This design comes from an exercise in tuning for small area, a short achievable clock period and few clock cycles on the open sky130 flow, not from production work.
No activity file was given, so power comes from the tool's default toggle rates.

// cpu_main
module cpu_main (
    input wire  logic       clk_en_i,
    input wire  logic       reset_i,
    output      logic       out_strobe_o,
    output      byte_t      out_value_o,
    output      logic       halt_o,
    input wire  logic       prog_we_i,           
    input wire  addr_t      prog_addr_i,         
    input wire  byte_t      prog_data_i,         
    input wire  logic       clk
);
For scale: ~900 cells after synthesis, roughly 0.0081 sq mm of cells after synthesis.
==> module cpu_core, before the edit <==
module cpu_core (
    output      logic   hlt_o,           
    output      logic   mem_write_o,     
    output      addr_t  mem_waddr_o,     
    output      byte_t  mem_wdata_o,     
    output      addr_t  mem_faddr_o,     
    input  wire byte_t  mem_fdata_i,     
    output      addr_t  mem_eaddr_o,     
    input  wire byte_t  mem_edata_i,     
    input  wire byte_t  mem_word0_i,     
    input  wire logic   prog_we_i,       
    input  wire addr_t  prog_addr_i,
    input  wire byte_t  prog_data_i,
    output      logic   out_strobe_o,    
    output      byte_t  out_value_o,     
    input  wire logic   reset_i,
    input  wire logic   clk_en_i,
    input  wire logic   clk
);
addr_t      pc;                          
byte_t      ir;                          
byte_t      a;                           
logic       cf;                          
logic       o_rdy;                       
op_t        op;
addr_t      arg;
logic       run;
logic       taken;
addr_t      faddr;
byte_t      fetched;
logic       sub;
logic [8:0] alu;
always_comb op      = op_t'(ir[7:4]);
always_comb arg     = ir[3:0];
always_comb run     = clk_en_i && !hlt_o;
always_comb taken   = (op == JMP) || (op == JC && cf) || (op == JZ && a == 8'h00);
always_comb faddr   = taken ? arg : pc;
always_comb fetched = (op == STA && arg == pc) ? a : mem_fdata_i;
always_comb sub     = (op == SUB);
always_comb alu     = {1'b0, a} + {1'b0, mem_edata_i ^ {8{sub}}} + {8'h00, sub};
always_comb mem_faddr_o  = faddr;
always_comb mem_eaddr_o  = arg;
always_comb mem_write_o  = run && (op == STA);
always_comb mem_waddr_o  = arg;
always_comb mem_wdata_o  = a;
always_comb out_strobe_o = o_rdy;
always_comb out_value_o  = a;            
always_ff @(posedge clk) begin
    if (reset_i) begin
        pc      <= 4'h1;
        ir      <= (prog_we_i && prog_addr_i == 4'h0) ? prog_data_i : mem_word0_i;
        a       <= '0;
        cf      <= 1'b0;
        o_rdy   <= 1'b0;
        hlt_o   <= 1'b0;
    end else begin
        o_rdy   <= 1'b0;
        if (run) begin
            ir      <= fetched;
            pc      <= faddr + 4'h1;
            case (op)
                LDA:    a        <= mem_edata_i;
                ADD, SUB: begin
                    a       <= alu[7:0];
                    cf      <= alu[8] ^ sub;
                end
                LDI:    a        <= {4'h0, arg};
                OUT:    o_rdy    <= 1'b1;
                HLT:    hlt_o    <= 1'b1;
                default: ;
            endcase
            if (fetched[7:4] == HLT) begin
                hlt_o   <= 1'b1;
            end
        end
    end
end
endmodule
==> module cpu_mem, before the edit <==
module cpu_mem (
    input  wire logic   we_i,            
    input  wire addr_t  waddr_i,         
    input  wire byte_t  wdata_i,         
    input  wire addr_t  raddr_f_i,       
    output      byte_t  rdata_f_o,       
    input  wire addr_t  raddr_e_i,       
    output      byte_t  rdata_e_o,       
    output      byte_t  word0_o,         
    input  wire logic   clk
);
byte_t memory [0:15];
always_ff @(posedge clk) begin
    if (we_i) begin
        memory[waddr_i] <= wdata_i;
    end
end
always_comb begin
    rdata_f_o = '0;
    rdata_e_o = '0;
    for (int i = 0; i < 16; i++) begin
        rdata_f_o = rdata_f_o | (memory[i] & {8{raddr_f_i == 4'(i)}});
        rdata_e_o = rdata_e_o | (memory[i] & {8{raddr_e_i == 4'(i)}});
    end
end
always_comb word0_o   = memory[0];
endmodule
==> flow/config.mk <==
export PLATFORM = sky130hd
export DESIGN_NAME = cpu_main
export DESIGN_NICKNAME = cpu_main
export VERILOG_FILES = /design/flow/design.v
export SDC_FILE = /design/flow/constraint.sdc
export NUM_CORES = 4
export LEC_CHECK = 0
export ABC_AREA = 1
export CAP_MARGIN = 20
export CORE_MARGIN = 2
export CORE_UTILIZATION = 40
export SLEW_MARGIN = 20
==> flow/constraint.sdc <==
create_clock -name core_clock -period 7.0 [get_ports {clk}]
set_input_delay 1.4000 -clock core_clock [delete_from_list [all_inputs] [get_ports {clk}]]
set_output_delay 1.4000 -clock core_clock [all_outputs]
set_load 0.01 [all_outputs]
run.sh (not shown) runs the stock make flow with config.mk's settings and CLKGATE_MAP_FILE= SYNTH_SCRIPT=/design/flow/synth_recipe.tcl, a recipe that flattens the netlist after the stock synthesis.
Edit:
--- a/flow/design.v
+++ b/flow/design.v
@@ -53,18 +53,18 @@
 logic       run;
 logic       taken;
 addr_t      faddr;
 byte_t      fetched;
-logic       sub;
-logic [8:0] alu;
+logic [8:0] sum;
+logic [8:0] dif;
 always_comb op      = op_t'(ir[7:4]);
 always_comb arg     = ir[3:0];
 always_comb run     = clk_en_i && !hlt_o;
 always_comb taken   = (op == JMP) || (op == JC && cf) || (op == JZ && a == 8'h00);
 always_comb faddr   = taken ? arg : pc;
 always_comb fetched = (op == STA && arg == pc) ? a : mem_fdata_i;
-always_comb sub     = (op == SUB);
-always_comb alu     = {1'b0, a} + {1'b0, mem_edata_i ^ {8{sub}}} + {8'h00, sub};
+always_comb sum     = {1'b0, a} + {1'b0, mem_edata_i};
+always_comb dif     = {1'b0, a} - {1'b0, mem_edata_i};
 always_comb mem_faddr_o  = faddr;
 always_comb mem_eaddr_o  = arg;
 always_comb mem_write_o  = run && (op == STA);
 always_comb mem_waddr_o  = arg;
@@ -85,12 +85,10 @@
             ir      <= fetched;
             pc      <= faddr + 4'h1;
             case (op)
                 LDA:    a        <= mem_edata_i;
-                ADD, SUB: begin
-                    a       <= alu[7:0];
-                    cf      <= alu[8] ^ sub;
-                end
+                ADD:    {cf, a}  <= sum;
+                SUB:    {cf, a}  <= dif;
                 LDI:    a        <= {4'h0, arg};
                 OUT:    o_rdy    <= 1'b1;
                 HLT:    hlt_o    <= 1'b1;
                 default: ;
@@ -121,16 +119,10 @@
     if (we_i) begin
         memory[waddr_i] <= wdata_i;
     end
 end
-always_comb begin
-    rdata_f_o = '0;
-    rdata_e_o = '0;
-    for (int i = 0; i < 16; i++) begin
-        rdata_f_o = rdata_f_o | (memory[i] & {8{raddr_f_i == 4'(i)}});
-        rdata_e_o = rdata_e_o | (memory[i] & {8{raddr_e_i == 4'(i)}});
-    end
-end
+always_comb rdata_f_o = memory[raddr_f_i];
+always_comb rdata_e_o = memory[raddr_e_i];
 always_comb word0_o   = memory[0];
 endmodule
 `default_nettype wire
 `default_nettype none
Result: Area after synthesis rose by roughly a tenth. Hold slack gets worse by 0.0074 ns. Cell count rose by roughly a tenth. Non-clock buffer count increases by 7. Count of clock-buffer cells in the layout is higher by 2. Power increases by roughly a tenth.
No functional check of the RTL was part of any run of this note.

-- separate check: timing with driven ports --
In the flow no input, the clock included, has a driving cell. The finished layouts below were timed again as built, in two steps.
Step 1, drivers: a clkbuf_16 drives clk and a buf_2 each remaining input, both assumed.
Step 2 also shifts input and output timing later by t, the mid clock arrival at the registers, as if the neighbouring blocks saw the same clock.
Three values: no drivers, after step 1, after step 2; two values: the first two.
run | t, ns | setup slack, ns | slew at the worst register clock pin (ns) | pins driven straight from the clock port
the first run | 0.477 | 2.672 / 2.672 / 2.589 | 0.07 / 0.07 | 1
the second run | 0.467 | 2.908 / 2.908 / 2.625 | 0.07 / 0.07 | 1
After both steps every run listed still meets setup and hold. For the second run, which loses most, drivers alone change the setup slack by 0.000 ns; drivers and shift together by -0.283 ns.
